Source: an optimization exercise on an open RTL-to-GDS flow (aim: a short achievable clock period and few clock cycles). Production flows keep margins and buffers that such runs may drop. In this exercise RTL edits were held to simulation tests only and were not proved equivalent to the original. Power is estimated from default activity; no workload was simulated.

### run.sh
#!/bin/bash
# synth_recipe.tcl (not shown) runs the flow's synth.tcl, then flattens the netlist and writes it again
# the make line also repeats each setting of config.mk as NAME=value (left out here)
make -C /OpenROAD-flow-scripts/flow DESIGN_CONFIG=/design/flow/config.mk WORK_HOME=/design/flow/orfs CLKGATE_MAP_FILE= SYNTH_SCRIPT=/design/flow/synth_recipe.tcl finish
### config.mk
export PLATFORM = sky130hd
export DESIGN_NAME = CPU
export DESIGN_NICKNAME = CPU
export VERILOG_FILES = /design/flow/design.v
export SDC_FILE = /design/flow/constraint.sdc
export NUM_CORES = 8
export LEC_CHECK = 0
export CAP_MARGIN = 40
export CORE_MARGIN = 2
export CORE_UTILIZATION = 40
export SETUP_SLACK_MARGIN = 5
export SLEW_MARGIN = 40
### constraint.sdc
create_clock -name core_clock -period 11.0 [get_ports {clk}]
set_input_delay 2.2000 -clock core_clock [delete_from_list [all_inputs] [get_ports {clk}]]
set_output_delay 2.2000 -clock core_clock [all_outputs]
set_load 0.01 [all_outputs]
### design.v
`timescale 1ns/1ps
module CPU (
  input clk,
  input rst,
  output [7:0] imem_addr,      
  input [31:0] imem_data,
  output [7:0] dmem_addr,      
  output [31:0] dmem_wdata,
  output dmem_we,
  input [31:0] dmem_rdata,
  output [7:0] io_addr,
  output [31:0] io_dout,
  output io_we,
  input [31:0] io_din,
  input [7:0] m_rf_addr,
  output [31:0] rf_data
);
localparam [6:0] OP_R = 7'b0110011, OP_I = 7'b0010011, OP_L = 7'b0000011,
                 OP_S = 7'b0100011, OP_B = 7'b1100011, OP_J = 7'b1101111;
localparam NFOLD = 8;
localparam NIC   = 32;         
reg  [7:0]  pc;
reg         prev_seq;           
reg         e0_wr, e1_wr;       
reg  [4:0]  e0_rd, e1_rd;
reg         e0_ld, e0_st, e1_ld, e1_st;
reg  [31:0] e0_a, e0_b, e0_sd;
reg  [31:0] e1_a, e1_b, e1_sd;
reg         e1_ca, e1_cb;       
reg  [31:0] rf [1:31];
reg  [NIC-1:0] ic_v;
reg  [2:0]  ic_tag [0:NIC-1];
reg  [31:0] ic_d   [0:NIC-1];
reg  [NFOLD-1:0] f_v;
reg  [7:0]  f_key [0:NFOLD-1];
reg  [7:0]  f_tgt [0:NFOLD-1];
reg  [2:0]  f_ptr;
wire [31:0] sum0 = e0_a + e0_b;
wire [31:0] x1a  = e1_ca ? sum0 : e1_a;
wire [31:0] x1b  = e1_cb ? sum0 : e1_b;
wire [31:0] sum1 = x1a + x1b;
wire        m0     = e0_ld | e0_st;
wire [31:0] maddr  = m0 ? sum0 : sum1;
wire [31:0] msd    = m0 ? e0_sd : e1_sd;
wire        mst    = e0_st | e1_st;
wire        is_io  = maddr[10];
wire [31:0] ld_data = is_io ? io_din : dmem_rdata;
wire [31:0] res0   = e0_ld ? ld_data : sum0;
wire [31:0] res1   = e1_ld ? ld_data : sum1;
assign dmem_addr  = maddr[9:2];
assign io_addr    = maddr[7:0];
assign dmem_wdata = msd;
assign io_dout    = msd;
assign dmem_we    = mst & ~is_io;
assign io_we      = mst & is_io;
function [8:0] fold;             
  input [7:0] a;
  integer k;
  begin
    fold = 9'd0;
    for (k = 0; k < NFOLD; k = k + 1)
      if (f_v[k] && f_key[k] == a)
        fold = fold | {1'b1, f_tgt[k]};
  end
endfunction
wire [8:0]  fo0 = fold(pc);
wire [7:0]  a1  = fo0[8] ? fo0[7:0] : pc + 8'd1;      
wire [31:0] i0 = imem_data;
wire [4:0]  ic_ix = a1[4:0];
wire        hit1 = ic_v[ic_ix] && (ic_tag[ic_ix] == a1[7:5]);
wire [31:0] i1 = ic_d[ic_ix];
wire [8:0]  fo1 = fold(a1);
wire [7:0]  a2  = fo1[8] ? fo1[7:0] : a1 + 8'd1;      
wire [6:0] op0 = i0[6:0], op1 = i1[6:0];
wire [4:0] rd0 = i0[11:7], rd1 = i1[11:7];
wire [4:0] s0a = i0[19:15], s0b = i0[24:20];
wire [4:0] s1a = i1[19:15], s1b = i1[24:20];
wire r0 = op0 == OP_R, ii0 = op0 == OP_I, l0 = op0 == OP_L, st0 = op0 == OP_S, b0 = op0 == OP_B, j0 = op0 == OP_J;
wire r1 = op1 == OP_R, ii1 = op1 == OP_I, l1 = op1 == OP_L, st1 = op1 == OP_S, b1 = op1 == OP_B, j1 = op1 == OP_J;
wire w0 = (r0 | ii0 | l0) & (rd0 != 5'd0);
wire w1 = (r1 | ii1 | l1) & (rd1 != 5'd0);
wire [31:0] immi0 = {{20{i0[31]}}, i0[31:20]};
wire [31:0] imms0 = {{20{i0[31]}}, i0[31:25], i0[11:7]};
wire [31:0] immi1 = {{20{i1[31]}}, i1[31:20]};
wire [31:0] imms1 = {{20{i1[31]}}, i1[31:25], i1[11:7]};
wire [7:0]  off0  = j0 ? i0[29:22] : {i0[29:25], i0[11:9]};    
wire [7:0]  off1  = j1 ? i1[29:22] : {i1[29:25], i1[11:9]};
function [31:0] rdreg;
  input [4:0] r;
  begin
    if (r == 5'd0)                rdreg = 32'd0;
    else if (e1_wr && e1_rd == r) rdreg = res1;
    else if (e0_wr && e0_rd == r) rdreg = res0;
    else                          rdreg = rf[r];
  end
endfunction
wire [31:0] v0a = rdreg(s0a), v0b = rdreg(s0b);
wire [31:0] v1a = rdreg(s1a), v1b = rdreg(s1b);
wire [31:0] b0v = r0 ? v0b : (st0 ? imms0 : immi0);    
wire d1a = w0 && (rd0 == s1a);
wire d1b = w0 && (rd0 == s1b) && (r1 | st1 | b1);
function eqsum;
  input [31:0] x, y, z;
  reg [31:0] c;
  begin
    c = {((x[30:0] & y[30:0]) | ((x[30:0] | y[30:0]) & ~z[30:0])), 1'b0};
    eqsum = ((x ^ y ^ z) == c);
  end
endfunction
wire taken0 = j0 | (b0 & (v0a == v0b));
wire eq1 = (d1a & d1b) ? 1'b1 :
           d1a ? eqsum(v0a, b0v, v1b) :
           d1b ? eqsum(v0a, b0v, v1a) :
           (v1a == v1b);
wire taken1 = j1 | (b1 & eq1);
wire mem0 = l0 | st0, mem1 = l1 | st1;
wire can1 = hit1 & ~(mem0 & mem1) & ~((d1a | d1b) & (l0 | mem1));
wire iss1 = can1 & ~taken0;
wire [7:0] t0 = pc + off0;
wire [7:0] t1 = a1 + off1;
wire [7:0] next_pc = taken0 ? t0 : (can1 ? (taken1 ? t1 : a2) : a1);
wire       next_seq = ~taken0 & (can1 ? (~taken1 & ~fo1[8]) : ~fo0[8]);
wire fx0 = j0 | (b0 & (s0a == s0b));
wire fx1 = j1 | (b1 & (s1a == s1b));
wire ins0 = fx0 & prev_seq;
wire ins1 = fx1 & iss1 & ~fo0[8];
wire [7:0] ins_key = ins0 ? pc - 8'd1 : pc;
wire [7:0] ins_tgt = ins0 ? t0 : t1;
assign imem_addr = pc;
always @(posedge clk or posedge rst) begin
  if (rst) begin
    pc       <= 8'd0;
    prev_seq <= 1'b0;
    e0_wr <= 1'b0; e0_rd <= 5'd0; e0_ld <= 1'b0; e0_st <= 1'b0;
    e0_a  <= 32'd0; e0_b <= 32'd0; e0_sd <= 32'd0;
    e1_wr <= 1'b0; e1_rd <= 5'd0; e1_ld <= 1'b0; e1_st <= 1'b0;
    e1_a  <= 32'd0; e1_b <= 32'd0; e1_sd <= 32'd0;
    e1_ca <= 1'b0; e1_cb <= 1'b0;
  end else begin
    pc       <= next_pc;
    prev_seq <= next_seq;
    e0_wr <= w0;
    e0_rd <= rd0;
    e0_ld <= l0;
    e0_st <= st0;
    e0_a  <= v0a;
    e0_b  <= b0v;
    e0_sd <= v0b;
    e1_wr <= w1 & iss1;
    e1_rd <= rd1;
    e1_ld <= l1 & iss1;
    e1_st <= st1 & iss1;
    e1_a  <= v1a;
    e1_b  <= r1 ? v1b : (st1 ? imms1 : immi1);
    e1_sd <= v1b;
    e1_ca <= d1a;
    e1_cb <= d1b & r1;
  end
end
integer i;
always @(posedge clk or posedge rst) begin
  if (rst) begin
    for (i = 1; i < 32; i = i + 1) rf[i] <= 32'd0;
  end else begin
    for (i = 1; i < 32; i = i + 1) begin
      if (e1_wr && e1_rd == i)      rf[i] <= res1;
      else if (e0_wr && e0_rd == i) rf[i] <= res0;
    end
  end
end
always @(posedge clk or posedge rst) begin
  if (rst) begin
    ic_v <= {NIC{1'b0}};
  end else begin
    ic_v[pc[4:0]] <= 1'b1;
  end
end
always @(posedge clk) begin
  ic_tag[pc[4:0]] <= pc[7:5];
  ic_d[pc[4:0]]   <= i0;
end
always @(posedge clk or posedge rst) begin
  if (rst) begin
    f_v   <= {NFOLD{1'b0}};
    f_ptr <= 3'd0;
    for (i = 0; i < NFOLD; i = i + 1) begin
      f_key[i] <= 8'd0;
      f_tgt[i] <= 8'd0;
    end
  end else if (ins0 | ins1) begin
    f_v[f_ptr]   <= 1'b1;
    f_key[f_ptr] <= ins_key;
    f_tgt[f_ptr] <= ins_tgt;
    f_ptr        <= f_ptr + 3'd1;
  end
end
wire [4:0] dbg = m_rf_addr[4:0];
assign rf_data = (dbg == 5'd0) ? 32'd0 : rf[dbg];
endmodule  
==> flow_metrics.py <==
metrics = {
    "yosys": {
        "synth_area_mm2": 0.144,
        "yosysTopAreaCell": "dfrtp_1",
        "synth_nets": 15900,
        "synth_edf_count": 1024,
        "synth_commonest_cells": "nand2_1 (2130), dfrtp_1 (1382), clkbuf_1 (1191)",
        "async_flop_share_pct": 57.4,
        "synth_seq_cells": 2406,
        "yosysWarningCount": 36,
        "netlist_top_cells_area": "dfrtp_1 (24%), edfxtp_1 (21%), nand2_1 (5.5%), a22oi_1 (5.4%), o21ai_0 (3.7%)",
        "syn_area_per_cell_um2": 9.20,
        "yosysMostFrequentCell": "nand2_1",
        "yosys.area.top_type_share_pct": 24.0,
        "synth.distinct_cells": 107,
        "synth_cells": 15700,
        "ys.flop_type": "dfrtp_1",
        "ys_seq_area_share_pct": 45.3,
    },
    "clocking": {
        "cts-root-buf": "clkbuf_16",
        "clockBufferDepth": 4,
        "htreeDepth": 5,
        "cts_buffers": 286,
        "clock-sinks": 2406,
    },
    "floorplanning": {
        "die_h_um": 604,
        "rows": 220,
        "start_util_pct": 40.1,
        "ios": 228,
        "dieWidth_um": 604,
    },
    "place": {
        "place.gp.congestion": 1.17,
        "io_buffers": 221,
        "placed_cells": 20400,
        "dpl.hpwl_mm": 804,
    },
    "outcome": {
        "status": "aborted with a tool error",
        "failed_stage": "global routing (5_1_grt)",
        "error": "[ERROR GRT-0232] Routing congestion too high. Check the congestion heatmap in the GUI.",
    },
    "global_route": {
        "overflow": 2,
        "grt_max_degree": 138,
        "track_usage_pct": 74.5,
    },
}
metal layers:
layer  track usage, %  GRT overflow
met3             61.8             0
met2             86.3             0
met4             70.5             2
met1             77.3             0
met5             40.8             0
power by group through the flow:
stage / Combinational [W] / Clock (W) / Sequential (W)
floorplan: 0.0238 / 0 / 0.0116
global placement: 0.0613 / 0 / 0.0124
detailed placement: 0.0615 / 0 / 0.0124
CTS: 0.0771 / 0.0100 / 0.0122
how the worst max path moves through the flow:
stage | start | slack, ps | to | depth (start not counted)
after CTS | e0_b[0] | 2230 | f_key[6][7] | 43
after detailed placement | pc[1] | 480 | pc[0] | 36
after global placement | pc[1] | -60 | pc[5] | 34
after floorplan | rst | -10320 | e0_a[0] | 1
stage by stage:
stage	power (W)	area, um^2	setup WS, ps	utilization (%)
after floorplan	0.0354	144000	-10320	-
after CTS	0.0993	190000	2230	53.1
after global placement	0.0737	160000	-55.4	44.6
after detailed placement	0.0739	162000	482	45.2
cell families after synthesis:
family / synth area share, %
flops: 45.3
simple gates: 15.3
compound gates: 27.9
buf+inv: 4.87
xor+xnor: 2.50
mux: 2.37
fa+ha+maj: 1.72
timing repair:
action,in CTS
cloned,89
pin swaps,507
hold endpoints to repair,0
resized for setup,2279
buffers inserted,770
hold buffers,0
endpoints found under the setup margin,1017
Testbench counts, summed over its fixed seeds: cycles 24,971.
